Context: an optimization exercise on an open-source flow, tuned for small area, a short achievable clock period and few clock cycles. The choices shown serve that exercise and are no tape-out recipe.
At most, simulation tests tie the RTL to the original design; equivalence was not proved.
The RTL of runs 1 and 2 was laid out without a check of its function.
Power figures rest on the tool's default switching activity, not on a simulated workload.

==> flow/config.mk <==
export PLATFORM = sky130hd
export DESIGN_NAME = top
export DESIGN_NICKNAME = top
export VERILOG_FILES = /design/flow/design.v
export SDC_FILE = /design/flow/constraint.sdc
export NUM_CORES = 4
export LEC_CHECK = 0
export CAP_MARGIN = 20
export CORE_MARGIN = 2
export CORE_UTILIZATION = 40
export SLEW_MARGIN = 20
==> flow/standard.sh <==
#!/bin/bash
# synth_recipe.tcl (not shown) runs the flow's synth.tcl, then flattens the netlist and writes it again
# the make line also repeats each setting of config.mk as NAME=value (left out here)
make -C /OpenROAD-flow-scripts/flow DESIGN_CONFIG=/design/flow/config.mk WORK_HOME=/design/flow/orfs CLKGATE_MAP_FILE= SYNTH_SCRIPT=/design/flow/synth_recipe.tcl "${@:-finish}"
==> flow/flow/run.sh <==
#!/bin/bash
bash standard.sh SETUP_SLACK_MARGIN=6.5 finish > standard.log 2>&1
==> flow/design.v <==
module matrix_mult (
    input         clk,
    input  [71:0] A,
    input  [71:0] B,
    input  [2:0]  row,    
    input  [2:0]  col,    
    output [7:0]  c
);
    wire [7:0] a0 = ({8{row[0]}} & A[0*8+:8]) | ({8{row[1]}} & A[3*8+:8]) | ({8{row[2]}} & A[6*8+:8]);
    wire [7:0] a1 = ({8{row[0]}} & A[1*8+:8]) | ({8{row[1]}} & A[4*8+:8]) | ({8{row[2]}} & A[7*8+:8]);
    wire [7:0] a2 = ({8{row[0]}} & A[2*8+:8]) | ({8{row[1]}} & A[5*8+:8]) | ({8{row[2]}} & A[8*8+:8]);
    wire [7:0] b0 = ({8{col[0]}} & B[0*8+:8]) | ({8{col[1]}} & B[1*8+:8]) | ({8{col[2]}} & B[2*8+:8]);
    wire [7:0] b1 = ({8{col[0]}} & B[3*8+:8]) | ({8{col[1]}} & B[4*8+:8]) | ({8{col[2]}} & B[5*8+:8]);
    wire [7:0] b2 = ({8{col[0]}} & B[6*8+:8]) | ({8{col[1]}} & B[7*8+:8]) | ({8{col[2]}} & B[8*8+:8]);
    wire s1 = (a0[0] & b0[6]) ^ (a0[1] & b0[5]) ^ (a0[2] & b0[4]);
    wire k2 = ((a0[0] & b0[6]) & (a0[1] & b0[5])) | ((a0[0] & b0[6]) & (a0[2] & b0[4])) | ((a0[1] & b0[5]) & (a0[2] & b0[4]));
    wire s3 = (a0[0] & b0[7]) ^ (a0[1] & b0[6]) ^ (a0[2] & b0[5]);
    wire s4 = (a0[3] & b0[4]) ^ (a0[4] & b0[3]) ^ (a0[5] & b0[2]);
    wire s5 = (a0[6] & b0[1]) ^ (a0[7] & b0[0]) ^ (a1[0] & b1[7]);
    wire s6 = (a0[0] & b0[4]) ^ (a0[1] & b0[3]) ^ (a0[2] & b0[2]);
    wire k7 = ((a0[0] & b0[4]) & (a0[1] & b0[3])) | ((a0[0] & b0[4]) & (a0[2] & b0[2])) | ((a0[1] & b0[3]) & (a0[2] & b0[2]));
    wire s8 = (a0[0] & b0[5]) ^ (a0[1] & b0[4]) ^ (a0[2] & b0[3]);
    wire k9 = ((a0[0] & b0[5]) & (a0[1] & b0[4])) | ((a0[0] & b0[5]) & (a0[2] & b0[3])) | ((a0[1] & b0[4]) & (a0[2] & b0[3]));
    wire s10 = (a0[3] & b0[2]) ^ (a0[4] & b0[1]) ^ (a0[5] & b0[0]);
    wire k11 = ((a0[3] & b0[2]) & (a0[4] & b0[1])) | ((a0[3] & b0[2]) & (a0[5] & b0[0])) | ((a0[4] & b0[1]) & (a0[5] & b0[0]));
    wire s12 = (a1[0] & b1[5]) ^ (a1[1] & b1[4]) ^ (a1[2] & b1[3]);
    wire k13 = ((a1[0] & b1[5]) & (a1[1] & b1[4])) | ((a1[0] & b1[5]) & (a1[2] & b1[3])) | ((a1[1] & b1[4]) & (a1[2] & b1[3]));
    wire s14 = (a0[3] & b0[3]) ^ (a0[4] & b0[2]) ^ (a0[5] & b0[1]);
    wire k15 = ((a0[3] & b0[3]) & (a0[4] & b0[2])) | ((a0[3] & b0[3]) & (a0[5] & b0[1])) | ((a0[4] & b0[2]) & (a0[5] & b0[1]));
    wire s16 = (a0[6] & b0[0]) ^ (a1[0] & b1[6]) ^ (a1[1] & b1[5]);
    wire k17 = ((a0[6] & b0[0]) & (a1[0] & b1[6])) | ((a0[6] & b0[0]) & (a1[1] & b1[5])) | ((a1[0] & b1[6]) & (a1[1] & b1[5]));
    wire s18 = (a1[2] & b1[4]) ^ (a1[3] & b1[3]) ^ (a1[4] & b1[2]);
    wire k19 = ((a1[2] & b1[4]) & (a1[3] & b1[3])) | ((a1[2] & b1[4]) & (a1[4] & b1[2])) | ((a1[3] & b1[3]) & (a1[4] & b1[2]));
    wire s20 = (a1[5] & b1[1]) ^ (a1[6] & b1[0]) ^ (a2[0] & b2[6]);
    wire k21 = ((a1[5] & b1[1]) & (a1[6] & b1[0])) | ((a1[5] & b1[1]) & (a2[0] & b2[6])) | ((a1[6] & b1[0]) & (a2[0] & b2[6]));
    wire s22 = (a2[1] & b2[5]) ^ (a2[2] & b2[4]);
    wire k23 = (a2[1] & b2[5]) & (a2[2] & b2[4]);
    wire s24 = k2 ^ (a1[1] & b1[6]) ^ (a1[2] & b1[5]);
    wire s25 = (a1[3] & b1[4]) ^ (a1[4] & b1[3]) ^ (a1[5] & b1[2]);
    wire s26 = (a1[6] & b1[1]) ^ (a1[7] & b1[0]) ^ (a2[0] & b2[7]);
    wire s27 = (a2[1] & b2[6]) ^ (a2[2] & b2[5]) ^ (a2[3] & b2[4]);
    wire s28 = (a2[4] & b2[3]) ^ (a2[5] & b2[2]) ^ (a2[6] & b2[1]);
    wire s29 = (a2[7] & b2[0]) ^ s3;
    wire s30 = (a0[0] & b0[3]) ^ (a0[1] & b0[2]) ^ (a0[2] & b0[1]);
    wire k31 = ((a0[0] & b0[3]) & (a0[1] & b0[2])) | ((a0[0] & b0[3]) & (a0[2] & b0[1])) | ((a0[1] & b0[2]) & (a0[2] & b0[1]));
    wire s32 = (a0[3] & b0[0]) ^ (a1[0] & b1[3]);
    wire k33 = (a0[3] & b0[0]) & (a1[0] & b1[3]);
    wire s34 = (a0[3] & b0[1]) ^ (a0[4] & b0[0]) ^ (a1[0] & b1[4]);
    wire k35 = ((a0[3] & b0[1]) & (a0[4] & b0[0])) | ((a0[3] & b0[1]) & (a1[0] & b1[4])) | ((a0[4] & b0[0]) & (a1[0] & b1[4]));
    wire s36 = (a1[1] & b1[3]) ^ (a1[2] & b1[2]) ^ (a1[3] & b1[1]);
    wire k37 = ((a1[1] & b1[3]) & (a1[2] & b1[2])) | ((a1[1] & b1[3]) & (a1[3] & b1[1])) | ((a1[2] & b1[2]) & (a1[3] & b1[1]));
    wire s38 = (a1[4] & b1[0]) ^ (a2[0] & b2[4]) ^ (a2[1] & b2[3]);
    wire k39 = ((a1[4] & b1[0]) & (a2[0] & b2[4])) | ((a1[4] & b1[0]) & (a2[1] & b2[3])) | ((a2[0] & b2[4]) & (a2[1] & b2[3]));
    wire s40 = k7 ^ (a1[3] & b1[2]) ^ (a1[4] & b1[1]);
    wire k41 = (k7 & (a1[3] & b1[2])) | (k7 & (a1[4] & b1[1])) | ((a1[3] & b1[2]) & (a1[4] & b1[1]));
    wire s42 = (a1[5] & b1[0]) ^ (a2[0] & b2[5]) ^ (a2[1] & b2[4]);
    wire k43 = ((a1[5] & b1[0]) & (a2[0] & b2[5])) | ((a1[5] & b1[0]) & (a2[1] & b2[4])) | ((a2[0] & b2[5]) & (a2[1] & b2[4]));
    wire s44 = (a2[2] & b2[3]) ^ (a2[3] & b2[2]) ^ (a2[4] & b2[1]);
    wire k45 = ((a2[2] & b2[3]) & (a2[3] & b2[2])) | ((a2[2] & b2[3]) & (a2[4] & b2[1])) | ((a2[3] & b2[2]) & (a2[4] & b2[1]));
    wire s46 = (a2[5] & b2[0]) ^ s8;
    wire k47 = (a2[5] & b2[0]) & s8;
    wire s48 = k9 ^ k11 ^ k13;
    wire k49 = (k9 & k11) | (k9 & k13) | (k11 & k13);
    wire s50 = (a2[3] & b2[3]) ^ (a2[4] & b2[2]) ^ (a2[5] & b2[1]);
    wire k51 = ((a2[3] & b2[3]) & (a2[4] & b2[2])) | ((a2[3] & b2[3]) & (a2[5] & b2[1])) | ((a2[4] & b2[2]) & (a2[5] & b2[1]));
    wire s52 = (a2[6] & b2[0]) ^ s1 ^ s14;
    wire k53 = ((a2[6] & b2[0]) & s1) | ((a2[6] & b2[0]) & s14) | (s1 & s14);
    wire s54 = s16 ^ s18 ^ s20;
    wire k55 = (s16 & s18) | (s16 & s20) | (s18 & s20);
    wire s56 = k15 ^ k17 ^ k19;
    wire s57 = k21 ^ k23 ^ s4;
    wire s58 = s5 ^ s24 ^ s25;
    wire s59 = s26 ^ s27 ^ s28;
    wire s60 = (a0[0] & b0[2]) ^ (a0[1] & b0[1]) ^ (a0[2] & b0[0]);
    wire k61 = ((a0[0] & b0[2]) & (a0[1] & b0[1])) | ((a0[0] & b0[2]) & (a0[2] & b0[0])) | ((a0[1] & b0[1]) & (a0[2] & b0[0]));
    wire s62 = (a1[0] & b1[2]) ^ (a1[1] & b1[1]);
    wire k63 = (a1[0] & b1[2]) & (a1[1] & b1[1]);
    wire s64 = (a1[1] & b1[2]) ^ (a1[2] & b1[1]) ^ (a1[3] & b1[0]);
    wire k65 = ((a1[1] & b1[2]) & (a1[2] & b1[1])) | ((a1[1] & b1[2]) & (a1[3] & b1[0])) | ((a1[2] & b1[1]) & (a1[3] & b1[0]));
    wire s66 = (a2[0] & b2[3]) ^ (a2[1] & b2[2]) ^ (a2[2] & b2[1]);
    wire k67 = ((a2[0] & b2[3]) & (a2[1] & b2[2])) | ((a2[0] & b2[3]) & (a2[2] & b2[1])) | ((a2[1] & b2[2]) & (a2[2] & b2[1]));
    wire s68 = (a2[3] & b2[0]) ^ s30;
    wire k69 = (a2[3] & b2[0]) & s30;
    wire s70 = k31 ^ k33 ^ (a2[2] & b2[2]);
    wire k71 = (k31 & k33) | (k31 & (a2[2] & b2[2])) | (k33 & (a2[2] & b2[2]));
    wire s72 = (a2[3] & b2[1]) ^ (a2[4] & b2[0]) ^ s6;
    wire k73 = ((a2[3] & b2[1]) & (a2[4] & b2[0])) | ((a2[3] & b2[1]) & s6) | ((a2[4] & b2[0]) & s6);
    wire s74 = s34 ^ s36 ^ s38;
    wire k75 = (s34 & s36) | (s34 & s38) | (s36 & s38);
    wire s76 = k35 ^ k37 ^ k39;
    wire k77 = (k35 & k37) | (k35 & k39) | (k37 & k39);
    wire s78 = s10 ^ s12 ^ s40;
    wire k79 = (s10 & s12) | (s10 & s40) | (s12 & s40);
    wire s80 = s42 ^ s44 ^ s46;
    wire k81 = (s42 & s44) | (s42 & s46) | (s44 & s46);
    wire s82 = k41 ^ k43 ^ k45;
    wire k83 = (k41 & k43) | (k41 & k45) | (k43 & k45);
    wire s84 = k47 ^ s22 ^ s48;
    wire k85 = (k47 & s22) | (k47 & s48) | (s22 & s48);
    wire s86 = s50 ^ s52 ^ s54;
    wire k87 = (s50 & s52) | (s50 & s54) | (s52 & s54);
    wire s88 = k49 ^ k51 ^ k53;
    wire s89 = k55 ^ s29 ^ s56;
    wire s90 = s57 ^ s58 ^ s59;
    reg p0_0;
    reg p0_1;
    reg p0_2;
    reg p1_0;
    reg p1_1;
    reg p1_2;
    reg p1_3;
    reg p1_4;
    reg p1_5;
    reg p2_0;
    reg p2_1;
    reg p2_2;
    reg p2_3;
    reg p2_4;
    reg p2_5;
    reg p3_0;
    reg p3_1;
    reg p3_2;
    reg p3_3;
    reg p3_4;
    reg p3_5;
    reg p4_0;
    reg p4_1;
    reg p4_2;
    reg p4_3;
    reg p4_4;
    reg p4_5;
    reg p5_0;
    reg p5_1;
    reg p5_2;
    reg p5_3;
    reg p5_4;
    reg p5_5;
    reg p6_0;
    reg p6_1;
    reg p6_2;
    reg p6_3;
    reg p6_4;
    reg p6_5;
    reg p7_0;
    reg p7_1;
    reg p7_2;
    reg p7_3;
    reg p7_4;
    reg p7_5;
    always @(posedge clk) begin
        p0_0 <= (a0[0] & b0[0]);
        p0_1 <= (a1[0] & b1[0]);
        p0_2 <= (a2[0] & b2[0]);
        p1_0 <= (a0[0] & b0[1]);
        p1_1 <= (a0[1] & b0[0]);
        p1_2 <= (a1[0] & b1[1]);
        p1_3 <= (a1[1] & b1[0]);
        p1_4 <= (a2[0] & b2[1]);
        p1_5 <= (a2[1] & b2[0]);
        p2_0 <= (a1[2] & b1[0]);
        p2_1 <= (a2[0] & b2[2]);
        p2_2 <= (a2[1] & b2[1]);
        p2_3 <= (a2[2] & b2[0]);
        p2_4 <= s60;
        p2_5 <= s62;
        p3_0 <= k61;
        p3_1 <= k63;
        p3_2 <= s32;
        p3_3 <= s64;
        p3_4 <= s66;
        p3_5 <= s68;
        p4_0 <= k65;
        p4_1 <= k67;
        p4_2 <= k69;
        p4_3 <= s70;
        p4_4 <= s72;
        p4_5 <= s74;
        p5_0 <= k71;
        p5_1 <= k73;
        p5_2 <= k75;
        p5_3 <= s76;
        p5_4 <= s78;
        p5_5 <= s80;
        p6_0 <= k77;
        p6_1 <= k79;
        p6_2 <= k81;
        p6_3 <= s82;
        p6_4 <= s84;
        p6_5 <= s86;
        p7_0 <= k83;
        p7_1 <= k85;
        p7_2 <= k87;
        p7_3 <= s88;
        p7_4 <= s89;
        p7_5 <= s90;
    end
    wire s91 = p1_0 ^ p1_1 ^ p1_2;
    wire k92 = (p1_0 & p1_1) | (p1_0 & p1_2) | (p1_1 & p1_2);
    wire s93 = p2_0 ^ p2_1 ^ p2_2;
    wire k94 = (p2_0 & p2_1) | (p2_0 & p2_2) | (p2_1 & p2_2);
    wire s95 = p2_3 ^ p2_4;
    wire k96 = p2_3 & p2_4;
    wire s97 = p3_0 ^ p3_1 ^ p3_2;
    wire k98 = (p3_0 & p3_1) | (p3_0 & p3_2) | (p3_1 & p3_2);
    wire s99 = p3_3 ^ p3_4 ^ p3_5;
    wire k100 = (p3_3 & p3_4) | (p3_3 & p3_5) | (p3_4 & p3_5);
    wire s101 = p4_0 ^ p4_1 ^ p4_2;
    wire k102 = (p4_0 & p4_1) | (p4_0 & p4_2) | (p4_1 & p4_2);
    wire s103 = p4_3 ^ p4_4 ^ p4_5;
    wire k104 = (p4_3 & p4_4) | (p4_3 & p4_5) | (p4_4 & p4_5);
    wire s105 = p5_0 ^ p5_1 ^ p5_2;
    wire k106 = (p5_0 & p5_1) | (p5_0 & p5_2) | (p5_1 & p5_2);
    wire s107 = p5_3 ^ p5_4 ^ p5_5;
    wire k108 = (p5_3 & p5_4) | (p5_3 & p5_5) | (p5_4 & p5_5);
    wire s109 = p6_0 ^ p6_1 ^ p6_2;
    wire k110 = (p6_0 & p6_1) | (p6_0 & p6_2) | (p6_1 & p6_2);
    wire s111 = p6_3 ^ p6_4 ^ p6_5;
    wire k112 = (p6_3 & p6_4) | (p6_3 & p6_5) | (p6_4 & p6_5);
    wire s113 = p7_0 ^ p7_1 ^ p7_2;
    wire s114 = p7_3 ^ p7_4 ^ p7_5;
    wire s115 = p1_3 ^ p1_4;
    wire k116 = p1_3 & p1_4;
    wire s117 = k92 ^ p2_5 ^ s93;
    wire k118 = (k92 & p2_5) | (k92 & s93) | (p2_5 & s93);
    wire s119 = k94 ^ k96 ^ s97;
    wire k120 = (k94 & k96) | (k94 & s97) | (k96 & s97);
    wire s121 = k98 ^ k100 ^ s101;
    wire k122 = (k98 & k100) | (k98 & s101) | (k100 & s101);
    wire s123 = k102 ^ k104 ^ s105;
    wire k124 = (k102 & k104) | (k102 & s105) | (k104 & s105);
    wire s125 = k106 ^ k108 ^ s109;
    wire k126 = (k106 & k108) | (k106 & s109) | (k108 & s109);
    wire s127 = k110 ^ k112 ^ s113;
    wire s128 = p0_0 ^ p0_1;
    wire k129 = p0_0 & p0_1;
    wire s130 = p1_5 ^ s91 ^ s115;
    wire k131 = (p1_5 & s91) | (p1_5 & s115) | (s91 & s115);
    wire s132 = k116 ^ s95 ^ s117;
    wire k133 = (k116 & s95) | (k116 & s117) | (s95 & s117);
    wire s134 = k118 ^ s99 ^ s119;
    wire k135 = (k118 & s99) | (k118 & s119) | (s99 & s119);
    wire s136 = k120 ^ s103 ^ s121;
    wire k137 = (k120 & s103) | (k120 & s121) | (s103 & s121);
    wire s138 = k122 ^ s107 ^ s123;
    wire k139 = (k122 & s107) | (k122 & s123) | (s107 & s123);
    wire s140 = k124 ^ s111 ^ s125;
    wire k141 = (k124 & s111) | (k124 & s125) | (s111 & s125);
    wire s142 = k126 ^ s114 ^ s127;
    wire [7:0] x = {k141, k139, k137, k135, k133, k131, k129, p0_2};
    wire [7:0] y = {s142, s140, s138, s136, s134, s132, s130, s128};
    assign c = x + y;
endmodule
module top(
    input clk,              
    input rst,              
    input cyc,              
    input stb,              
    input we,               
    input [3:0] wb_sel,     
    input [31:0] adr,       
    input [31:0] dat_mosi,  
    output [31:0] dat_miso,  
    output reg ack,             
    output reg err              
);
reg [71:0] A, B;
reg [7:0] rdata;
reg [2:0] tgt_row, tgt_col;    
reg [4:0] tgt_adr;             
reg [4:0] tag;                 
reg fresh;                     
reg wv;                        
reg [4:0] wa;
reg [7:0] wd;
reg rst_q;
assign dat_miso = {24'b0, rdata};
wire req      = cyc & stb;
wire adr_hi0  = ~|adr[31:5];
wire [4:0] a5 = adr[4:0];
wire in_ab    = adr_hi0 & (a5 < 5'd18);
wire in_c     = adr_hi0 & (a5 >= 5'd18) & (a5 < 5'd27);
wire wr       = req & we & wb_sel[0];
wire rd       = req & ~we;
wire wr_ab    = wr & in_ab;
wire rd_c     = rd & in_c;
wire hit = (a5 == tag) & fresh;
reg [2:0] r_row, r_col;
always @(*) begin
    case (a5)
        5'd18: begin r_row = 3'b001; r_col = 3'b001; end
        5'd19: begin r_row = 3'b001; r_col = 3'b010; end
        5'd20: begin r_row = 3'b001; r_col = 3'b100; end
        5'd21: begin r_row = 3'b010; r_col = 3'b001; end
        5'd22: begin r_row = 3'b010; r_col = 3'b010; end
        5'd23: begin r_row = 3'b010; r_col = 3'b100; end
        5'd24: begin r_row = 3'b100; r_col = 3'b001; end
        5'd25: begin r_row = 3'b100; r_col = 3'b010; end
        default: begin r_row = 3'b100; r_col = 3'b100; end
    endcase
end
wire [2:0] n_col = {tgt_col[1:0], tgt_col[2]};
wire [2:0] n_row = tgt_col[2] ? {tgt_row[1:0], tgt_row[2]} : tgt_row;
wire [4:0] n_adr = (tgt_adr == 5'd26) ? 5'd18 : tgt_adr + 5'd1;
function touches;
    input [4:0] x;
    input [2:0] row, col;
    begin
        if (x < 5'd9)
            touches = (x < 5'd3) ? row[0] : (x < 5'd6) ? row[1] : row[2];
        else if (x == 5'd9 || x == 5'd12 || x == 5'd15)
            touches = col[0];
        else if (x == 5'd10 || x == 5'd13 || x == 5'd16)
            touches = col[1];
        else
            touches = col[2];
    end
endfunction
wire touch_now = wr_ab & touches(a5, tgt_row, tgt_col);
wire touch_pend = wv & touches(wa, tgt_row, tgt_col);
wire [7:0] c;
matrix_mult mm_inst(.clk(clk), .A(A), .B(B), .row(tgt_row), .col(tgt_col), .c(c));
always @(posedge clk or posedge rst) begin
    if (rst) begin
        ack <= 1'b0;
        err <= 1'b0;
        tgt_row <= 3'b000;
        tgt_col <= 3'b000;
        tgt_adr <= 5'd0;
        tag <= 5'd0;
        fresh <= 1'b0;
        wv <= 1'b0;
    end else begin
        ack <= wr_ab | (rd_c & hit);
        err <= (wr & ~in_ab) | (rd & ~in_c);
        tag <= tgt_adr;
        fresh <= ~(touch_now | touch_pend | rst_q);
        wv <= wr_ab;
        if (wr) begin
            tgt_row <= 3'b001;
            tgt_col <= (a5 == 5'd17) ? 3'b010 : 3'b001;
            tgt_adr <= (a5 == 5'd17) ? 5'd19 : 5'd18;
        end else if (rd_c) begin
            tgt_row <= hit ? n_row : r_row;
            tgt_col <= hit ? n_col : r_col;
            tgt_adr <= hit ? n_adr : a5;
        end
    end
end
always @(posedge clk or posedge rst) begin
    if (rst)
        rst_q <= 1'b1;
    else
        rst_q <= 1'b0;
end
always @(posedge clk) begin
    wa <= a5;
    wd <= dat_mosi[7:0];
end
always @(posedge clk)
    rdata <= c;
wire [7:0] sdata = rst_q ? 8'b0 : wd;
integer e;
always @(posedge clk) begin
    for (e = 0; e < 9; e = e + 1) begin
        if (rst_q | (wv & (wa == e)))     A[e*8+:8] <= sdata;
        if (rst_q | (wv & (wa == e + 9))) B[e*8+:8] <= sdata;
    end
end
endmodule
==> flow/constraint.sdc <==
create_clock -name core_clock -period 10.0 [get_ports {clk}]
set_input_delay 2.0000 -clock core_clock [delete_from_list [all_inputs] [get_ports {clk}]]
set_output_delay 2.0000 -clock core_clock [all_outputs]
set_load 0.01 [all_outputs]
==> summary.txt, run 1 <==
----------------------------------------------------
[STA]
  Final hold violation count ... 0
  Post-route clock period utilization ... 0.340
  Worst Tran Pin Value ... 1040 ps
  RSZ-0062 raised after global routing ... no
  Number of endpoints failing setup at the final stage ... 0
  Worst Skew ... 19.8 ps
  Slew Limit Headroom ... 0.305
  Final critical delay including setup and external delays ... 3400 ps
  Sum of negative setup slack ... 0 ps
  Number of pins with negative max-slew slack in the final report ... 0
  Maximum frequency from static timing analysis ... 294 MHz

[GRT]
  Via count of the first global-routing pass ... 6373
  Overflow left after global routing ... 0
  First-pass GRT wire length ... 35.9 mm
  Largest net degree at the start of global routing ... 29
  Number of antenna violations at the first check in global routing ... 0
  All-layer global routing usage ... 0.165

[CTS]
  TritonCTS Buffers ... 25
  Number of clock sinks ... 231
  Clock tree from TritonCTS ... built
  Root Buffer ... sky130_fd_sc_hd__clkbuf_16
  H-tree levels ... 1
  Insertion delay of the later-clocked pin in the worst-skew pair ... 540 ps
  Largest buffer count on any clock path ... 3
  Clk slew on worst S/H paths ... 60 ps

[Setup path]
  Worst R2R Setup Slack ... 6650 ps
  Largest fanout on the critical path ... 5
  Endpoint type of the worst setup path ... flop
  Critical register-to-register path endpoint ... mm_inst.p6_5
  Startpoint types ... input port
  Startpoint-to-endpoint class of the critical path ... input port to flop
  CP arrival ... 3790 ps
  RR Startpoint ... tgt_col[0]
  Cell depth of the worst flop-to-flop path ... 6
  Required time at the worst-slack endpoint ... 10390 ps

[Cells and area]
  Number of antenna diodes ... 0
  Multi-input gate area in the final layout ... 4100 µm²
  FF+latch area ... 6170 µm²
  Cell area after layout ... 12600 µm²
  Share of layout cells above drive strength 1 ... 0.152
  Nets ... 1051
  Utilization of the core after routing ... 0.484
  Number of filler instances in the final layout ... 2308
  Area growth from synthesis to layout ... 18.9%

[Synth]
  Combined area of all synthesized cells ... 10600 µm²
  Synth Warn # ... 2
  Sequential-to-total area share from yosys stat ... 0.582
  Most used flip-flop cell after synthesis ... sky130_fd_sc_hd__edfxtp_1
  Async set-reset flop share out of synthesis ... 0.0909
  Avg Cell Area, Syn ... 13.2 µm²
  Number of library cell types mapped by synthesis ... 53
  Post-synthesis register bit count ... 231
  Synthesized instance count ... 806
  EDFF count, synth ... 144

[Power and ir drop]
  Internal ... 2.02 mW
  Total leakage power ... 4.92 nW
  Pwr Density ... 222 nW/µm²
  Part of the total power dissipated in sequential elements ... 0.421
  Combinational share of power ... 0.254
  Switching part of the total power ... 0.276
  Worst vdd rail ir drop ... 0.000201 V
  Net switching component of the power ... 0.772 mW
  Clock power frac ... 0.325

[Drt]
  Highest metal layer with signal wires ... met4
  Iteration-0 DRC Markers ... 671
  Via density ... 5.18
  Aggregate routed wire length ... 22.8 mm
  Antenna violation net count after detailed routing ... 0
  Routed wirelength normalized by instance count ... 18.1 µm
  DR DRC count ... 0
  Router iterations before antenna repair ... 5
  Detail Route met3 WL ... 1.42 mm
  Met1 Routed Length ... 9.83 mm
  Via count ... 6512
  Sum of met2 wire segment lengths after detailed routing ... 11.1 mm

[Min path]
  Hold path start ... mm_inst.p0_2
  Worst hold path stage count ... 1
  Destination of the worst hold path ... rdata[0]
  Worst hold path class ... flop to flop

[Floorplan]
  Die Area ... 27800 µm²
  Number of ports placed on the die boundary ... 107
  Initial core utilization ... 0.407
  Row count ... 59
  Die Y ... 167 µm
  Area of the core region ... 26100 µm²
  Die X ... 167 µm

[Place]
  Area post-placement ... 11600 µm²
  RePlAce Congestion ... 0.842
  Port bufs ... 55
  Dpl hpwl ... 15.6 mm

[Status]
  Outcome ... no timing/DRC/antenna violations

[Job]
  Reported max-cap violation count ... 0

----------------------------------------------------
-- layout make-up --
type / count / share of cell area
multi-input cells: 489 / 0.325
flip-flops and latches: 231 / 0.490
repair buffers: 102 / 0.0706
clock inverters: 7 / 0.00645
inverters: 53 / 0.0158
clock buffers: 39 / 0.0594
well taps: 335 / 0.0333
-- synthesized netlist by cell type, types with 14 or more instances --
| cell type | count | area (µm²) |
|---|---|---|
| sky130_fd_sc_hd__or2_2 | 25 | 156 |
| sky130_fd_sc_hd__buf_4 | 24 | 180 |
| sky130_fd_sc_hd__clkbuf_1 | 19 | 71.3 |
| sky130_fd_sc_hd__nor2_1 | 96 | 360 |
| sky130_fd_sc_hd__edfxtp_1 | 144 | 4320 |
| sky130_fd_sc_hd__fa_1 | 54 | 1080 |
| sky130_fd_sc_hd__ha_1 | 22 | 275 |
| sky130_fd_sc_hd__o21bai_1 | 18 | 135 |
| sky130_fd_sc_hd__dfxtp_1 | 66 | 1320 |
| sky130_fd_sc_hd__o21ai_0 | 18 | 90.1 |
| sky130_fd_sc_hd__xnor2_1 | 40 | 350 |
| sky130_fd_sc_hd__a222oi_1 | 48 | 480 |
| sky130_fd_sc_hd__nand2_1 | 23 | 86.3 |
| sky130_fd_sc_hd__dfrtp_1 | 20 | 500 |
| sky130_fd_sc_hd__a21oi_1 | 15 | 75.1 |
| sky130_fd_sc_hd__inv_1 | 53 | 199 |
| sky130_fd_sc_hd__mux2i_1 | 14 | 140 |
-- worst max-delay path by stage --
stage / from / end / slack [ps]
after global routing: adr[18] / tgt_row[0] / 6500
after global placement: adr[1] / tgt_row[0] / 5120
after CTS: adr[18] / tgt_row[2] / 6480
after floorplan: adr[22] / tgt_adr[4] / 6470
final: adr[18] / tgt_row[2] / 6600
after detailed placement: adr[1] / tgt_row[0] / 5090
-- critical path, cell delays in order --
cell and delay [ps]:
sky130_fd_sc_hd__clkdlybuf4s50_1 410, sky130_fd_sc_hd__nor4_2 250, sky130_fd_sc_hd__nand4_1 200, sky130_fd_sc_hd__a2111oi_4 280
sky130_fd_sc_hd__nand2_2 180, sky130_fd_sc_hd__a21oi_4 230, sky130_fd_sc_hd__mux2i_1 210, sky130_fd_sc_hd__nor2_1 50
-- metal layers --
metal  GRT usage  vias up
met5           0        -
met4      0.0416        0
li1            -     3041
met1       0.227     3217
met3      0.0247       30
met2       0.276      224
-- layout by cell type, fill, tap and decap left out, types with 16 or more instances in the layout --
| cell type | count |
|---|---|
| sky130_fd_sc_hd__a222oi_1 | 48 |
| sky130_fd_sc_hd__buf_4 | 45 |
| sky130_fd_sc_hd__clkbuf_16 | 25 |
| sky130_fd_sc_hd__clkdlybuf4s50_1 | 35 |
| sky130_fd_sc_hd__conb_1 | 25 |
| sky130_fd_sc_hd__dfrtp_1 | 19 |
| sky130_fd_sc_hd__dfxtp_1 | 66 |
| sky130_fd_sc_hd__edfxtp_1 | 144 |
| sky130_fd_sc_hd__fa_1 | 54 |
| sky130_fd_sc_hd__ha_1 | 21 |
| sky130_fd_sc_hd__inv_1 | 51 |
| sky130_fd_sc_hd__nand2_1 | 22 |
| sky130_fd_sc_hd__nor2_1 | 96 |
| sky130_fd_sc_hd__o21ai_0 | 16 |
| sky130_fd_sc_hd__o21bai_1 | 18 |
| sky130_fd_sc_hd__or2_2 | 25 |
| sky130_fd_sc_hd__xnor2_1 | 40 |
-- state kept, by name, indices dropped and copies added, names as in the netlist, 3 cells and up --
| signal | flops |
|---|---|
| rdata | 8 |
| A | 72 |
| wd | 8 |
| tgt_row | 3 |
| wa | 5 |
| tag | 5 |
| B | 72 |
| tgt_adr | 5 |
| tgt_col | 3 |
-- timing repair --
item,4_1_cts,5_1_grt
hold buffers,0,0
resized for setup,29,20
endpoints found under the setup margin,18,14
buffers inserted,9,11
pin swaps,11,14
-- power groups by stage --
stage          logic (mW)  clock network [mW]  registers, mW
3_5_place_dp        0.717                   0           1.20
6_report            0.710               0.907           1.18
5_1_grt             0.807               0.966           1.19
4_1_cts             0.722               0.927           1.18
2_1_floorplan       0.514                   0           1.20
3_3_place_gp        0.704                   0           1.20
-- kinds of logic after synthesis --
group / after synthesis / share of synthesized area
other cells: 1 / 0.000354
simple gates: 191 / 0.0840
flops: 231 / 0.582
mux: 16 / 0.0153
xor+xnor: 53 / 0.0445
fa+ha+maj: 76 / 0.128
buf+inv: 110 / 0.0504
compound gates: 128 / 0.0951
-- through the flow --
| step | cells | setup WS [ps] | hold slack, ps | total power [mW] |
|---|---|---|---|---|
| 3_5_place_dp | 1190 | 5090 | 432 | 1.92 |
| 4_1_cts | 1245 | 6480 | 452 | 2.83 |
| 6_report | 1256 | 6600 | 448 | 2.79 |
| 3_3_place_gp | 1189 | 5120 | 433 | 1.90 |
| 2_1_floorplan | 830 | 6470 | 403 | 1.71 |
| 5_1_grt | 1256 | 6500 | 467 | 2.96 |
==> inputs of run 2 (changes only) <==
==> flow/flow/run.sh (replaced) <==
#!/bin/bash
bash standard.sh SETUP_SLACK_MARGIN=7 finish > standard.log 2>&1
==> run 2 against run 1 <==
  * Still clean on timing, DRC and antenna
  * Global-route usage increased by 0.74 points
  * Die area unchanged
  * Flip-flop and latch count unchanged
  * Final cell count increased by 3.3%
  * Critical path depth unchanged
  * Utilization increased by 1.9 points
  * Routed wire length increased by 4.6%
  * Worst hold slack improved by 8.6 ps
  * Sequential share of layout area decreased by 1.8 points
  * Critical endpoint unchanged
==> summary.txt, run 2 <==
----------------------------------------------------
[Cells and area]
  Area growth from synthesis to layout ... 23.6%
  Commonest non-fill, non-tap cells in the layout ... sky130_fd_sc_hd__edfxtp_1, sky130_fd_sc_hd__nor2_1, sky130_fd_sc_hd__buf_4
  Number of filler instances in the final layout ... 2262
  Largest registers ... A: 72 flops, B: 72 flops
  Cell area after layout ... 13100 µm²
  Commonest non-fill, non-tap cell in the layout ... sky130_fd_sc_hd__edfxtp_1
  Share of layout cells above drive strength 1 ... 0.248
  Nets ... 1093
  FF+latch area ... 6180 µm²
  Multi-input gate area in the final layout ... 4290 µm²
  Number of antenna diodes ... 0
  Number of standard cells in the layout, taps in and fillers out ... 1297

[GRT]
  All-layer global routing usage ... 0.172
  Number of antenna violations at the first check in global routing ... 0
  Overflow left after global routing ... 0
  Via count of the first global-routing pass ... 6761
  First-pass GRT wire length ... 37.5 mm
  Largest net degree at the start of global routing ... 30

[Floorplan]
  Row count ... 59
  Die Area ... 27800 µm²
  Die Y ... 167 µm
  Number of ports placed on the die boundary ... 107
  Die X ... 167 µm
  Area of the core region ... 26100 µm²
  Initial core utilization ... 0.407

[Drt]
  Via density ... 5.16
  Antenna violation net count after detailed routing ... 0
  Detail Route met3 WL ... 1.35 mm
  Highest metal layer with signal wires ... met4
  Aggregate routed wire length ... 23.8 mm
  Sum of met2 wire segment lengths after detailed routing ... 11.4 mm
  Iteration-0 DRC Markers ... 529
  Router iterations before antenna repair ... 6
  Routed wirelength normalized by instance count ... 18.3 µm
  Met1 Routed Length ... 10.6 mm
  Via count ... 6691
  DR DRC count ... 0

[CTS]
  H-tree levels ... 1
  TritonCTS Buffers ... 25
  Number of buffers added to fix hold violations after cts ... 0
  Root Buffer ... sky130_fd_sc_hd__clkbuf_16
  Number of clock sinks ... 231
  Insertion delay of the later-clocked pin in the worst-skew pair ... 510 ps
  Clock tree from TritonCTS ... built
  Clk slew on worst S/H paths ... 60 ps
  Largest buffer count on any clock path ... 3

[Min path]
  Worst hold path stage count ... 1
  Hold path start ... mm_inst.p0_2
  Destination of the worst hold path ... rdata[0]
  Worst hold path class ... flop to flop

[Place]
  Port bufs ... 55
  Area post-placement ... 11600 µm²
  RePlAce Congestion ... 0.782
  Dpl hpwl ... 15.5 mm
  Pre-CTS setup slack ... 5320 ps
  Placed instance count ... 1189

[STA]
  Final critical delay including setup and external delays ... 3150 ps
  Number of endpoints failing setup at the final stage ... 0
  Slew Limit Headroom ... 0.375
  Worst Tran Pin Value ... 936 ps
  Number of pins with negative max-slew slack in the final report ... 0
  Final setup margin ... 6850 ps
  Sum of negative setup slack ... 0 ps
  Maximum frequency from static timing analysis ... 318 MHz
  RSZ-0062 raised after global routing ... yes
  Final hold violation count ... 0
  Post-route clock period utilization ... 0.315
  Worst Skew ... 13.0 ps

[Power and ir drop]
  Pwr Density ... 225 nW/µm²
  Post-layout total power ... 2.95 mW
  Worst vdd rail ir drop ... 0.000258 V
  Total leakage power ... 5.15 nW

[Synth]
  Biggest area contributors in the synthesized netlist ... sky130_fd_sc_hd__edfxtp_1, sky130_fd_sc_hd__dfxtp_1, sky130_fd_sc_hd__fa_1, sky130_fd_sc_hd__dfrtp_1, sky130_fd_sc_hd__a222oi_1
  Post-synth top area cell ... sky130_fd_sc_hd__edfxtp_1
  Post-Synth XOR/XNOR Area ... 0.0445
  Sequential-to-total area share from yosys stat ... 0.582
  Adder-cell share of the synthesized area ... 0.128
  Most used flip-flop cell after synthesis ... sky130_fd_sc_hd__edfxtp_1
  Synth Warn # ... 2
  Most common cell in the synthesized netlist ... sky130_fd_sc_hd__edfxtp_1
  Avg Cell Area, Syn ... 13.2 µm²
  Async set-reset flop share out of synthesis ... 0.0909
  Fraction of the mapped netlist area in compound gates ... 0.0951
  Synthesized instance count ... 806
  EDFF count, synth ... 144
  Post-synthesis register bit count ... 231
  Area share of the largest cell type after synthesis ... 0.408
  Number of library cell types mapped by synthesis ... 53
  Share of cell area taken by muxes after synthesis ... 0.0153
  Share of synthesized cell area in and, or, nand and nor gates ... 0.0840
  Combinational family with the most area after synthesis ... adder cells
  Commonest cells in the synthesized netlist ... sky130_fd_sc_hd__edfxtp_1, sky130_fd_sc_hd__nor2_1, sky130_fd_sc_hd__dfxtp_1
  Combined area of all synthesized cells ... 10600 µm²

[Setup path]
  Largest fanout on the critical path ... 5
  CP arrival ... 3510 ps
  Endpoint type of the worst setup path ... flop
  Startpoint-to-endpoint class of the critical path ... input port to flop
  RR Startpoint ... tgt_row[0]
  Startpoint types ... input port
  Critical register-to-register path endpoint ... mm_inst.p7_4
  Cell depth of the worst flop-to-flop path ... 9
  Required time at the worst-slack endpoint ... 10370 ps
  Worst R2R Setup Slack ... 6940 ps

[Status]
  Outcome ... no timing/DRC/antenna violations

[Job]
  Reported max-cap violation count ... 0

----------------------------------------------------
-- run 2: cell count changes in the layout (fill, tap and decap cells not counted), sizes merged --
cell,before,now
dlymetal6s2s,6,0
dlygate4sd2,9,3
clkdlybuf4s15,1,5
clkinv,4,3
buf,48,115
and3,2,5
clkdlybuf4s50,35,13
clkbuf,42,39
clkinvlp,0,1
bufinv,1,5
-- run 2: cells by family after synthesis --
family | Yosys count
buf+inv | 110
xor+xnor | 53
compound gates | 128
other cells | 1
mux | 16
flops | 231
fa+ha+maj | 76
simple gates | 191
-- run 2: timing repair --
| item | CTS | global route |
|---|---|---|
| setup endpoints to repair | 45 | 25 |
| pin swaps | 42 | 34 |
| gates cloned | 2 | 1 |
| hold endpoints to repair | 0 | 0 |
| gates resized for setup | 172 | 40 |
| setup buffers | 42 | 18 |
-- run 2: power breakdown --
part	switching (mW)	internal (mW)
logic	0.408	0.389
clock network	0.362	0.607
registers	0.0414	1.14
-- run 2: worst max-delay path by stage --
stage                  from         end  slack [ps]  cells past startpoint
global route        adr[22]  tgt_row[2]        6780                      8
detailed placement   adr[1]  tgt_row[0]        5320                      8
global placement     adr[1]  tgt_row[2]        5380                      8
floorplan           adr[22]  tgt_row[2]        6580                      7
finish              adr[27]  tgt_row[2]        6850                      8
CTS                 adr[31]  tgt_row[2]        6840                      8
-- run 2: cell type report --
class | instances | area share
Sequential cell | 231 | 0.472
Timing Repair Buffer | 141 | 0.0868
Clock inverter | 11 | 0.0141
Clock buffer | 34 | 0.0521
Multi-Input combinational cell | 492 | 0.328
Tap cell | 335 | 0.0320
Inverter | 53 | 0.0158
-- run 2: layer usage --
metal / GRT usage / vias to the layer above
met5: 0 / -
met4: 0.0439 / 0
met3: 0.0266 / 28
met2: 0.294 / 203
met1: 0.231 / 3335
li1: - / 3125
-- run 2: stage by stage --
stage	hold WS (ps)	util
4_1_cts	454	0.495
3_3_place_gp	429	0.446
2_1_floorplan	406	-
3_5_place_dp	432	0.446
6_report	456	0.503
5_1_grt	477	0.503
-- run 2: worst max-delay path, stage by stage --
cell and delay (ps):
sky130_fd_sc_hd__dlygate4sd2_1 230, sky130_fd_sc_hd__nor3_2 180, sky130_fd_sc_hd__nand3_2 140, sky130_fd_sc_hd__a2111oi_4 370
sky130_fd_sc_hd__nand2_4 140, sky130_fd_sc_hd__a21oi_4 200, sky130_fd_sc_hd__mux2i_1 200, sky130_fd_sc_hd__nor2_1 50
==> inputs of run 3 (changes only) <==
--- a/flow/design.v
+++ b/flow/design.v
@@ -285,4 +285,5 @@
 wire rd_c     = rd & in_c;
 wire hit = (a5 == tag) & fresh;
+wire rd_c_lo  = rd & (a5 >= 5'd18) & (a5 < 5'd27);
 reg [2:0] r_row, r_col;
 always @(*) begin
@@ -316,5 +317,5 @@
     end
 endfunction
-wire touch_now = wr_ab & touches(a5, tgt_row, tgt_col);
+wire touch_now = wr & touches(a5, tgt_row, tgt_col);
 wire touch_pend = wv & touches(wa, tgt_row, tgt_col);
 wire [7:0] c;
@@ -340,5 +341,5 @@
             tgt_col <= (a5 == 5'd17) ? 3'b010 : 3'b001;
             tgt_adr <= (a5 == 5'd17) ? 5'd19 : 5'd18;
-        end else if (rd_c) begin
+        end else if (rd_c_lo) begin
             tgt_row <= hit ? n_row : r_row;
             tgt_col <= hit ? n_col : r_col;
==> run 3 against run 2 <==
  * Non-clock buffer count increased by 18
  * Total power increased by 29%
  * First-iteration DRC count increased by 39%
  * Global-route usage increased by 0.074 points
  * Worst setup slack improved by 54 ps
  * Clock power decreased by 4.0%
  * Routed wire length increased by 2.5%
  * Count of clock-buffer cells in the layout increased by 6
==> summary.txt, run 3 <==
----------------------------------------------------
[Cells and area]
  Share of layout cells above drive strength 1 ... 0.256
  Area growth from synthesis to layout ... 26.1%
  Utilization of the core after routing ... 0.514
  Nets ... 1111
  Largest registers ... A: 72 flops, B: 72 flops
  Commonest non-fill, non-tap cell in the layout ... sky130_fd_sc_hd__edfxtp_1
  Number of standard cells in the layout, taps in and fillers out ... 1315
  Number of antenna diodes ... 0
  Commonest non-fill, non-tap cells in the layout ... sky130_fd_sc_hd__edfxtp_1, sky130_fd_sc_hd__nor2_1, sky130_fd_sc_hd__buf_4
  Cell area after layout ... 13400 µm²

[Drt]
  Via count ... 6765
  Aggregate routed wire length ... 24.4 mm
  Via density ... 5.14
  Iteration-0 DRC Markers ... 736
  DR DRC count ... 0
  Router iterations before antenna repair ... 7
  Routed wirelength normalized by instance count ... 18.6 µm
  Antenna violation net count after detailed routing ... 0

[CTS]
  Largest buffer count on any clock path ... 3
  Clk slew on worst S/H paths ... 60 ps
  Insertion delay of the later-clocked pin in the worst-skew pair ... 510 ps
  H-tree levels ... 1
  Root Buffer ... sky130_fd_sc_hd__clkbuf_16
  TritonCTS Buffers ... 25
  Number of clock sinks ... 231
  Clock tree from TritonCTS ... built
  Number of buffers added to fix hold violations after cts ... 0

[STA]
  Slew Limit Headroom ... 0.341
  Final critical delay including setup and external delays ... 3090 ps
  Number of endpoints failing setup at the final stage ... 0
  Number of pins with negative max-slew slack in the final report ... 0
  Sum of negative setup slack ... 0 ps
  RSZ-0062 raised after global routing ... yes
  Worst Skew ... 7.83 ps
  Hold_ws ... 439 ps
  Worst Tran Pin Value ... 989 ps
  Maximum frequency from static timing analysis ... 323 MHz
  Final hold violation count ... 0
  Post-route clock period utilization ... 0.309

[Synth]
  Most used flip-flop cell after synthesis ... sky130_fd_sc_hd__edfxtp_1
  Most common cell in the synthesized netlist ... sky130_fd_sc_hd__edfxtp_1
  Synthesized instance count ... 808
  Async set-reset flop share out of synthesis ... 0.0909
  EDFF count, synth ... 144
  Commonest cells in the synthesized netlist ... sky130_fd_sc_hd__edfxtp_1, sky130_fd_sc_hd__nor2_1, sky130_fd_sc_hd__dfxtp_1
  Area share of the largest cell type after synthesis ... 0.407
  Avg Cell Area, Syn ... 13.1 µm²
  Number of library cell types mapped by synthesis ... 54
  Sequential-to-total area share from yosys stat ... 0.581
  Combined area of all synthesized cells ... 10600 µm²
  Synth Warn # ... 2
  Post-synth top area cell ... sky130_fd_sc_hd__edfxtp_1
  Biggest area contributors in the synthesized netlist ... sky130_fd_sc_hd__edfxtp_1, sky130_fd_sc_hd__dfxtp_1, sky130_fd_sc_hd__fa_1, sky130_fd_sc_hd__dfrtp_1, sky130_fd_sc_hd__a222oi_1
  Post-synthesis register bit count ... 231

[Setup path]
  Startpoint types ... input port
  RR Startpoint ... mm_inst.p2_0
  Endpoint type of the worst setup path ... flop
  Required time at the worst-slack endpoint ... 10390 ps
  CP arrival ... 3490 ps
  Largest fanout on the critical path ... 6
  Startpoint-to-endpoint class of the critical path ... input port to flop
  Launching instance or port of the critical path ... adr[1]
  Cell depth of the worst flop-to-flop path ... 10

[Floorplan]
  Row count ... 59
  Die X ... 167 µm
  Die Y ... 167 µm
  Area of the core region ... 26100 µm²
  Die Area ... 27900 µm²
  Initial core utilization ... 0.407
  Number of ports placed on the die boundary ... 107

[Min path]
  Worst hold path class ... flop to flop
  Hold path start ... mm_inst.p0_2
  Worst hold path stage count ... 1

[Job]
  Reported max-cap violation count ... 0

[GRT]
  First-pass GRT wire length ... 37.9 mm
  All-layer global routing usage ... 0.173
  Overflow left after global routing ... 0
  Via count of the first global-routing pass ... 6816
  Number of antenna violations at the first check in global routing ... 0
  Largest net degree at the start of global routing ... 30

[Power and ir drop]
  Total leakage power ... 5.30 nW
  Pwr Density ... 283 nW/µm²
  Worst vdd rail ir drop ... 0.000341 V

[Place]
  Dpl hpwl ... 15.6 mm
  RePlAce Congestion ... 0.833
  Area post-placement ... 11600 µm²
  Placed instance count ... 1193
  Port bufs ... 55

[Status]
  Outcome ... no timing/DRC/antenna violations

----------------------------------------------------
run 3: cell types whose count changed in the layout (fill, tap and decap cells not counted), sizes merged, moves of 3 or more:
cell,change
a21oi,+6
bufinv,-4
clkbuf,+5
clkdlybuf4s15,-5
clkdlybuf4s50,+27
dlygate4sd2,-3
inv,+4
mux2i,-3
nand2,-6
nand3,-3
nor2,+7
nor3,+4
o21ai,-11
run 3: metal layers:
metal / track usage / wire length [µm] / part of all wire / vias up
met5: 0 / 0 / 0 / -
met3: 0.0226 / 1470 / 0.060 / 29
met4: 0.0435 / 461 / 0.019 / 0
met1: 0.232 / 10200 / 0.42 / 3360
li1: - / - / - / 3149
met2: 0.298 / 12200 / 0.50 / 227
run 3: logic make-up after synthesis:
kind of cell             after synthesis  synth area share
adder cells (fa/ha/maj)               76             0.128
buffers and inverters                116            0.0524
AO/OA/AOI/OAI                        124            0.0929
AND/OR/NAND/NOR                      192            0.0841
XOR/XNOR                              53            0.0465
other                                  1          0.000353
flip-flops                           231             0.581
multiplexers                          15            0.0146
run 3: worst max-delay path: stages:
cell and delay (ps):
sky130_fd_sc_hd__buf_12 120, sky130_fd_sc_hd__xor2_1 150, sky130_fd_sc_hd__nor4_2 310, sky130_fd_sc_hd__and3_4 310, sky130_fd_sc_hd__inv_8 60, sky130_fd_sc_hd__or3_1 370
sky130_fd_sc_hd__o21ai_1 80, sky130_fd_sc_hd__a21oi_1 80
run 3: where the power goes:
part	switching [mW]	internal [mW]
Clock	0.357	0.573
Combinational	0.803	0.807
Sequential	0.0627	1.19
Total	1.22	2.57
run 3: timing repair:
item,CTS,global route
gates cloned,1,5
resized for setup,110,42
setup endpoints to repair,41,24
pin swaps,32,41
hold endpoints to repair,0,0
setup buffers,50,21
run 3: per-stage QoR:
step           total power [mW]  worst slack (ps)
3_5_place_dp               2.65              5030
5_1_grt                    4.06              6830
3_3_place_gp               2.61              5070
6_report                   3.79              6910
4_1_cts                    3.68              6930
2_1_floorplan              2.28              6570
run 3: path summary, 6_finish.rpt:
path	slack [ps]	end
hold / removal	440	rdata[0]
setup / recovery	6910	tgt_adr[4]
hold reg to reg	440	rdata[0]
max in group asynchronous	7510	tgt_row[1]
min in group asynchronous	1940	tgt_adr[4]
setup reg to reg	7000	rdata[7]
run 3: area by class of cell:
| class | instances | area [µm²] |
|---|---|---|
| clock buffers | 40 | 801 |
| clock inverters | 5 | 51.3 |
| fillers | 2213 | 12700 |
| inverters | 58 | 240 |
| multi-input cells | 487 | 4230 |
| flip-flops and latches | 231 | 6180 |
| well taps | 335 | 419 |
| repair buffers | 159 | 1460 |
Testbench counts of run 3, summed over its fixed seeds: cycles 8,640.
==> inputs of run 4 (changes only) <==
==> flow/flow/run.sh (replaced) <==
#!/bin/bash
bash standard.sh SETUP_SLACK_MARGIN=7 "BUFFER_PORTS_ARGS=-buffer_cell sky130_fd_sc_hd__buf_1" finish > standard.log 2>&1
--- a/flow/config.mk
+++ b/flow/config.mk
@@ -9,3 +9,4 @@
 export CORE_MARGIN = 2
 export CORE_UTILIZATION = 40
+export CTS_BUF_LIST = sky130_fd_sc_hd__clkbuf_8
 export SLEW_MARGIN = 20
==> run 4 against run 3 <==
  * Still clean on timing, DRC and antenna
  * Utilization fell by 0.91 points
  * Worst setup slack better by 21 ps
  * Sequential share of layout area grew 0.87 points
  * Maximum frequency rose by 0.70%
  * Flip-flop and latch count stayed put
  * Critical endpoint is now fresh
  * Largest power group unchanged
==> summary.txt, run 4 <==
----------------------------------------------------
[Drt]
  Sum of met2 wire segment lengths after detailed routing ... 12.3 mm
  Iteration-0 DRC Markers ... 630
  DR DRC count ... 0
  Router iterations before antenna repair ... 6
  Routed wirelength normalized by instance count ... 18.3 µm
  Highest metal layer with signal wires ... met4
  Detail Route met3 WL ... 1.56 mm
  Aggregate routed wire length ... 24.9 mm
  Antenna violation net count after detailed routing ... 0
  Met1 Routed Length ... 10.4 mm
  Via density ... 5.09
  Via count ... 6901

[Cells and area]
  Area growth from synthesis to layout ... 23.8%
  Number of antenna diodes ... 0
  Share of layout cells above drive strength 1 ... 0.265
  Nets ... 1139
  Commonest non-fill, non-tap cell in the layout ... sky130_fd_sc_hd__edfxtp_1
  Largest registers ... A: 72 flops, B: 72 flops
  Commonest non-fill, non-tap cells in the layout ... sky130_fd_sc_hd__edfxtp_1, sky130_fd_sc_hd__buf_4, sky130_fd_sc_hd__nor2_1
  Cell area after layout ... 13100 µm²

[STA]
  Sum of negative setup slack ... 0 ps
  Maximum frequency from static timing analysis ... 326 MHz
  Final setup margin ... 6930 ps
  Worst Tran Pin Value ... 1040 ps
  RSZ-0062 raised after global routing ... yes
  Number of pins with negative max-slew slack in the final report ... 0
  Final critical delay including setup and external delays ... 3070 ps
  Number of endpoints failing setup at the final stage ... 0
  Slew Limit Headroom ... 0.302
  Final hold violation count ... 0
  Post-route clock period utilization ... 0.307
  Worst Skew ... 26.1 ps

[Synth]
  Combinational family with the most area after synthesis ... adder cells
  EDFF count, synth ... 144
  Share of synthesized cell area in and, or, nand and nor gates ... 0.0841
  Avg Cell Area, Syn ... 13.1 µm²
  Biggest area contributors in the synthesized netlist ... sky130_fd_sc_hd__edfxtp_1, sky130_fd_sc_hd__dfxtp_1, sky130_fd_sc_hd__fa_1, sky130_fd_sc_hd__dfrtp_1, sky130_fd_sc_hd__a222oi_1
  Post-synthesis register bit count ... 231
  Most used flip-flop cell after synthesis ... sky130_fd_sc_hd__edfxtp_1
  Synthesized instance count ... 808
  Adder-cell share of the synthesized area ... 0.128
  Sequential-to-total area share from yosys stat ... 0.581
  Area share of the largest cell type after synthesis ... 0.407
  Commonest cells in the synthesized netlist ... sky130_fd_sc_hd__edfxtp_1, sky130_fd_sc_hd__nor2_1, sky130_fd_sc_hd__dfxtp_1
  Post-Synth XOR/XNOR Area ... 0.0465
  Share of cell area taken by muxes after synthesis ... 0.0146
  Async set-reset flop share out of synthesis ... 0.0909
  Most common cell in the synthesized netlist ... sky130_fd_sc_hd__edfxtp_1
  Number of library cell types mapped by synthesis ... 54
  Post-synth top area cell ... sky130_fd_sc_hd__edfxtp_1
  Synth Warn # ... 2
  Combined area of all synthesized cells ... 10600 µm²
  Fraction of the mapped netlist area in compound gates ... 0.0929

[Power and ir drop]
  Total leakage power ... 5.22 nW
  Part of the total power dissipated in sequential elements ... 0.334
  Combinational share of power ... 0.438
  Switching part of the total power ... 0.339
  Worst vdd rail ir drop ... 0.000361 V
  Clock power frac ... 0.227
  Internal ... 2.48 mW
  Net switching component of the power ... 1.27 mW
  Pwr Density ... 285 nW/µm²

[Place]
  Area post-placement ... 11200 µm²
  RePlAce Congestion ... 0.846
  Pre-CTS setup slack ... 5390 ps
  Port bufs ... 55
  Dpl hpwl ... 15.3 mm

[CTS]
  H-tree levels ... 2
  Clk slew on worst S/H paths ... 60 ps
  Number of buffers added to fix hold violations after cts ... 0
  Number of clock sinks ... 231
  TritonCTS Buffers ... 39
  Root Buffer ... sky130_fd_sc_hd__clkbuf_8
  Largest buffer count on any clock path ... 3
  Insertion delay of the later-clocked pin in the worst-skew pair ... 540 ps
  Clock tree from TritonCTS ... built

[Setup path]
  Startpoint types ... input port
  CP arrival ... 3500 ps
  Startpoint-to-endpoint class of the critical path ... input port to flop
  RR Startpoint ... tgt_row[0]
  Required time at the worst-slack endpoint ... 10430 ps
  Largest fanout on the critical path ... 5
  Endpoint type of the worst setup path ... flop
  Launching instance or port of the critical path ... adr[0]

[Floorplan]
  Initial core utilization ... 0.407
  Die X ... 167 µm
  Die Area ... 27900 µm²
  Row count ... 59
  Area of the core region ... 26100 µm²
  Number of ports placed on the die boundary ... 107
  Die Y ... 167 µm

[GRT]
  Largest net degree at the start of global routing ... 28
  Via count of the first global-routing pass ... 6972
  All-layer global routing usage ... 0.179
  First-pass GRT wire length ... 38.5 mm
  Overflow left after global routing ... 0
  Number of antenna violations at the first check in global routing ... 0

[Status]
  Outcome ... no timing/DRC/antenna violations

[Min path]
  Hold path start ... tgt_adr[2]
  Worst hold path class ... flop to flop

[Job]
  Reported max-cap violation count ... 0

----------------------------------------------------
[run 4: cell counts after synthesis]
No cell type changed its count.
[run 4: worst max-delay path, cell delays in order]
cell and delay, ps:
sky130_fd_sc_hd__buf_12 110, sky130_fd_sc_hd__inv_8 30, sky130_fd_sc_hd__ha_4 150, sky130_fd_sc_hd__mux2_4 280, sky130_fd_sc_hd__a2bb2oi_2 140, sky130_fd_sc_hd__mux2i_1 190, sky130_fd_sc_hd__nor2_1 50, sky130_fd_sc_hd__a21oi_1 150
sky130_fd_sc_hd__mux2i_1 110, sky130_fd_sc_hd__a221oi_2 280
[run 4: power groups by stage]
stage	registers, mW	logic (mW)	clock network (mW)
after floorplan	1.26	1.02	0
after global placement	1.29	1.29	0
after detailed placement	1.29	1.32	0
after CTS	1.26	1.49	0.874
after global routing	1.27	1.83	0.917
final	1.25	1.64	0.853
[run 4: what timing repair did]
| item | 4_1_cts | 5_1_grt |
|---|---|---|
| gates resized for setup | 51 | 54 |
| gates cloned | 1 | 0 |
| pin swaps | 35 | 38 |
| setup buffers | 64 | 30 |
| setup endpoints to repair | 38 | 31 |
[run 4: logic make-up (layout without fill, tap and decap cells)]
logic type,Yosys count,count (layout)
flip-flops,231,231
AND/OR/NAND/NOR,192,193
XOR/XNOR,53,53
other,1,25
buffers and inverters,116,304
AO/OA/AOI/OAI,124,124
multiplexers,15,15
adder cells (fa/ha/maj),76,76
[run 4: metrics by stage]
| stage | hold slack, ps | cells | util | power, mW |
|---|---|---|---|---|
| floorplan | 388 | 832 | - | 2.28 |
| global placement | 427 | 1189 | 0.431 | 2.58 |
| detailed placement | 432 | 1189 | 0.431 | 2.60 |
| CTS | 444 | 1326 | 0.488 | 3.61 |
| global route | 462 | 1356 | 0.505 | 4.02 |
| finish | 437 | 1356 | 0.505 | 3.75 |
[run 4: routing by layer]
metal,global-route usage,up-vias
li1,-,3205
met1,0.229,3399
met2,0.312,253
met3,0.0314,44
met4,0.0484,0
met5,0,-
[run 4: path summary, 6_finish.rpt]
kind / end / slack (ps) / cells after the start
max reg2reg: mm_inst.p7_4 / 6940 / 11
min: tag[2] / 440 / 0
min in group asynchronous: tgt_col[0] / 1580 / 2
max: fresh / 6930 / 10
min reg2reg: tag[2] / 440 / 0
max in group asynchronous: tgt_row[1] / 7810 / 2
[run 4: final cells by class]
class,count,area (µm²)
clock buffers,47,647
clock inverters,25,159
fillers,2258,12900
inverters,58,240
multi-input cells,486,4230
flip-flops and latches,231,6190
well taps,335,419
repair buffers,174,1270
==> inputs of run 5 (changes only) <==
==> flow/flow/run.sh (replaced) <==
#!/bin/bash
bash standard.sh SETUP_SLACK_MARGIN=7 \
  "BUFFER_PORTS_ARGS=-buffer_cell sky130_fd_sc_hd__buf_1" \
  "CTS_ARGS=-sink_clustering_enable -repair_clock_nets -buf_list sky130_fd_sc_hd__clkbuf_16 -sink_clustering_size 30 -sink_clustering_max_diameter 150 -dont_use_dummy_load" \
  finish > standard.log 2>&1
--- a/flow/config.mk
+++ b/flow/config.mk
@@ -9,4 +9,3 @@
 export CORE_MARGIN = 2
 export CORE_UTILIZATION = 40
-export CTS_BUF_LIST = sky130_fd_sc_hd__clkbuf_8
 export SLEW_MARGIN = 20
==> run 5 against run 4 <==
  * Highest routed layer unchanged
  * Worst hold slack better by 17 ps
  * Synthesized cell count unchanged
  * Non-clock buffer count down 19
  * Still clean on timing, DRC and antenna
  * Count of clock-buffer cells in the layout down 36
==> summary.txt, run 5 <==
----------------------------------------------------
[Status]
  Outcome ... no timing/DRC/antenna violations

[Power and ir drop]
  Worst vdd rail ir drop ... 0.000345 V
  Pwr Density ... 265 nW/µm²
  Total leakage power ... 4.77 nW

[Setup path]
  Worst R2R Setup Slack ... 7000 ps
  CP arrival ... 3520 ps
  Cell depth of the worst flop-to-flop path ... 11
  CP max-delay cell ... sky130_fd_sc_hd__a221oi_2
  Startpoint-to-endpoint class of the critical path ... input port to flop
  Required time at the worst-slack endpoint ... 10350 ps
  Endpoint type of the worst setup path ... flop
  Critical register-to-register path endpoint ... mm_inst.p7_4
  RR Startpoint ... tgt_row[0]
  Max stage delay on crit path ... 300 ps
  Startpoint types ... input port
  Critical path cell sequence ... buf_12 > inv_8 > ha_4 > mux2_4 > a2bb2oi_2 > mux2i_1 > nor2_1 > a21oi_1 > mux2i_1 > a221oi_2
  Critical Path Most Common Cell ... sky130_fd_sc_hd__mux2i_1
  Largest fanout on the critical path ... 5

[Synth]
  Most used flip-flop cell after synthesis ... sky130_fd_sc_hd__edfxtp_1
  Most common cell in the synthesized netlist ... sky130_fd_sc_hd__edfxtp_1
  Biggest area contributors in the synthesized netlist ... sky130_fd_sc_hd__edfxtp_1, sky130_fd_sc_hd__dfxtp_1, sky130_fd_sc_hd__fa_1, sky130_fd_sc_hd__dfrtp_1, sky130_fd_sc_hd__a222oi_1
  Synthesized instance count ... 808
  Area share of the largest cell type after synthesis ... 0.407
  Post-synthesis register bit count ... 231
  Fraction of the mapped netlist area in compound gates ... 0.0929
  Post-Synth XOR/XNOR Area ... 0.0465
  Avg Cell Area, Syn ... 13.1 µm²
  Synth Warn # ... 2
  Commonest cells in the synthesized netlist ... sky130_fd_sc_hd__edfxtp_1, sky130_fd_sc_hd__nor2_1, sky130_fd_sc_hd__dfxtp_1
  Adder-cell share of the synthesized area ... 0.128
  Async set-reset flop share out of synthesis ... 0.0909
  Share of synthesized cell area in and, or, nand and nor gates ... 0.0841
  EDFF count, synth ... 144
  Sequential-to-total area share from yosys stat ... 0.581
  Share of cell area taken by muxes after synthesis ... 0.0146
  Combined area of all synthesized cells ... 10600 µm²
  Number of library cell types mapped by synthesis ... 54
  Combinational family with the most area after synthesis ... adder cells
  Post-synth top area cell ... sky130_fd_sc_hd__edfxtp_1

[GRT]
  Number of antenna violations at the first check in global routing ... 0
  Via count of the first global-routing pass ... 6616
  All-layer global routing usage ... 0.171
  Overflow left after global routing ... 0
  Largest net degree at the start of global routing ... 31
  First-pass GRT wire length ... 37.0 mm

[Drt]
  Iteration-0 DRC Markers ... 530
  Aggregate routed wire length ... 23.7 mm
  Via density ... 5.17
  Routed wirelength normalized by instance count ... 18.6 µm
  Router iterations before antenna repair ... 5
  Via count ... 6600
  Antenna violation net count after detailed routing ... 0
  DR DRC count ... 0

[STA]
  Number of endpoints failing setup at the final stage ... 0
  RSZ-0062 raised after global routing ... yes
  Worst Skew ... 26.7 ps
  Worst Tran Pin Value ... 1020 ps
  Slew Limit Headroom ... 0.322
  Final setup margin ... 6830 ps
  Sum of negative setup slack ... 0 ps
  Maximum frequency from static timing analysis ... 316 MHz
  Final hold violation count ... 0
  Number of pins with negative max-slew slack in the final report ... 0
  Post-route clock period utilization ... 0.317
  Final critical delay including setup and external delays ... 3170 ps

[CTS]
  Number of buffers added to fix hold violations after cts ... 0
  Clk slew on worst S/H paths ... 90 ps
  Number of clock sinks ... 231
  Clock tree from TritonCTS ... built
  TritonCTS Buffers ... 11
  H-tree levels ... 1
  Largest buffer count on any clock path ... 3
  Insertion delay of the later-clocked pin in the worst-skew pair ... 480 ps
  Root Buffer ... sky130_fd_sc_hd__clkbuf_16

[Place]
  Dpl hpwl ... 15.3 mm
  Pre-CTS setup slack ... 5390 ps
  Port bufs ... 55
  RePlAce Congestion ... 0.846

[Floorplan]
  Initial core utilization ... 0.407
  Row count ... 59
  Die Area ... 27900 µm²
  Die Y ... 167 µm
  Area of the core region ... 26100 µm²
  Number of ports placed on the die boundary ... 107
  Die X ... 167 µm

[Min path]
  Destination of the worst hold path ... tag[4]
  Worst hold path class ... flop to flop
  Worst hold path stage count ... 0
  Hold path start ... tgt_adr[4]

[Job]
  Reported max-cap violation count ... 0

[Cells and area]
  Share of layout cells above drive strength 1 ... 0.206
  Largest registers ... A: 72 flops, B: 72 flops
  Nets ... 1092
  Commonest non-fill, non-tap cell in the layout ... sky130_fd_sc_hd__edfxtp_1
  Number of antenna diodes ... 0
  Area growth from synthesis to layout ... 16.4%
  Utilization of the core after routing ... 0.474
  Commonest non-fill, non-tap cells in the layout ... sky130_fd_sc_hd__edfxtp_1, sky130_fd_sc_hd__nor2_1, sky130_fd_sc_hd__buf_4

----------------------------------------------------
==> run 5: cell families (layout without fill, tap and decap cells) <==
kind of cell	after synthesis	count (layout)
other	1	25
adders and majority gates	76	76
buffers and inverters	116	224
xor gates and xnor gates	53	53
DFF	231	231
muxes	15	15
AOI/OAI and AO/OA	124	124
and+or+nand+nor	192	193
==> run 5: worst max path at each step <==
stage	from	to	slack, ps
floorplan	adr[1]	fresh	6570
finish	adr[0]	fresh	6830
global placement	adr[2]	tgt_row[1]	5380
CTS	adr[0]	fresh	6850
global route	adr[0]	fresh	6730
detailed placement	adr[2]	tgt_row[1]	5390
==> run 5: layout make-up <==
cell class / count / area (µm²)
Clock buffer: 11 / 275
Fill cell: 2322 / 13700
Inverter: 58 / 238
Multi-Input combinational cell: 486 / 4160
Sequential cell: 231 / 6190
Tap cell: 335 / 419
Timing Repair Buffer: 155 / 1080
==> run 5: critical path: cells and delay by family <==
| family | cells | cell delay, ps |
|---|---|---|
| AO/OA/AOI/OAI | 3 | 590 |
| multiplexers | 3 | 580 |
| adder cells (fa/ha/maj) | 1 | 150 |
| buffers and inverters | 2 | 140 |
| AND/OR/NAND/NOR | 1 | 60 |
==> run 5: stage by stage <==
stage,cell area [µm²],hold slack [ps],std cells,total power [mW]
floorplan,10900,388,832,2.28
global placement,11200,427,1189,2.58
detailed placement,11200,432,1189,2.60
CTS,12200,453,1262,3.22
global route,12400,473,1276,3.52
finish,12400,454,1276,3.28
==> run 5: per-layer routing <==
metal  GRT usage  wire [µm]
met1       0.230      10100
met2       0.298      11700
met3      0.0176       1520
met4      0.0431        452
met5           0          0
==> run 5: repair_timing <==
action / CTS / global route
gates resized for setup: 49 / 28
buffers inserted: 61 / 13
gates cloned: 1 / 0
endpoints found under the setup margin: 35 / 21
pin swaps: 34 / 32
==> run 5: power by group <==
| part | switching, mW | leakage (nW) | internal [mW] |
|---|---|---|---|
| logic | 0.792 | 2.45 | 0.759 |
| clock network | 0.278 | 0.136 | 0.200 |
| registers | 0.0625 | 2.18 | 1.19 |

[re-timing with driven ports]
The results above use ideal ports. As a check the final layouts listed here were re-extracted and re-timed, cells and wires unchanged.
Step 1: set_driving_cell puts a clkbuf_16 on clk and a buf_2 on each other input, an assumption about the parent block.
Step 2 also shifts input and output timing later by t, the mid clock arrival at the registers, as if the neighbouring blocks saw the same clock.
Three values: ideal ports, drivers, drivers and shift; two values: the first two.
| run | t (ns) | setup slack, ns | latest minus earliest clock arrival (ns) | cell pins on the clock port's net |
|---|---|---|---|---|
| run 1 | 0.571 | 6.599 / 6.559 / 6.050 | 0.021 / 0.021 | 1 |
| run 2 | 0.548 | 6.852 / 6.867 / 6.319 | 0.014 / 0.013 | 1 |
| run 3 | 0.558 | 6.906 / 6.901 / 6.343 | 0.008 / 0.008 | 1 |
| run 4 | 0.573 | 6.928 / 6.909 / 6.337 | 0.027 / 0.027 | 1 |
| run 5 | 0.509 | 6.832 / 6.812 / 6.303 | 0.028 / 0.028 | 1 |
After both steps setup and hold are still met in every run listed. For run 4, which loses most, drivers alone change the setup slack by -0.019 ns; drivers and shift together by -0.591 ns.
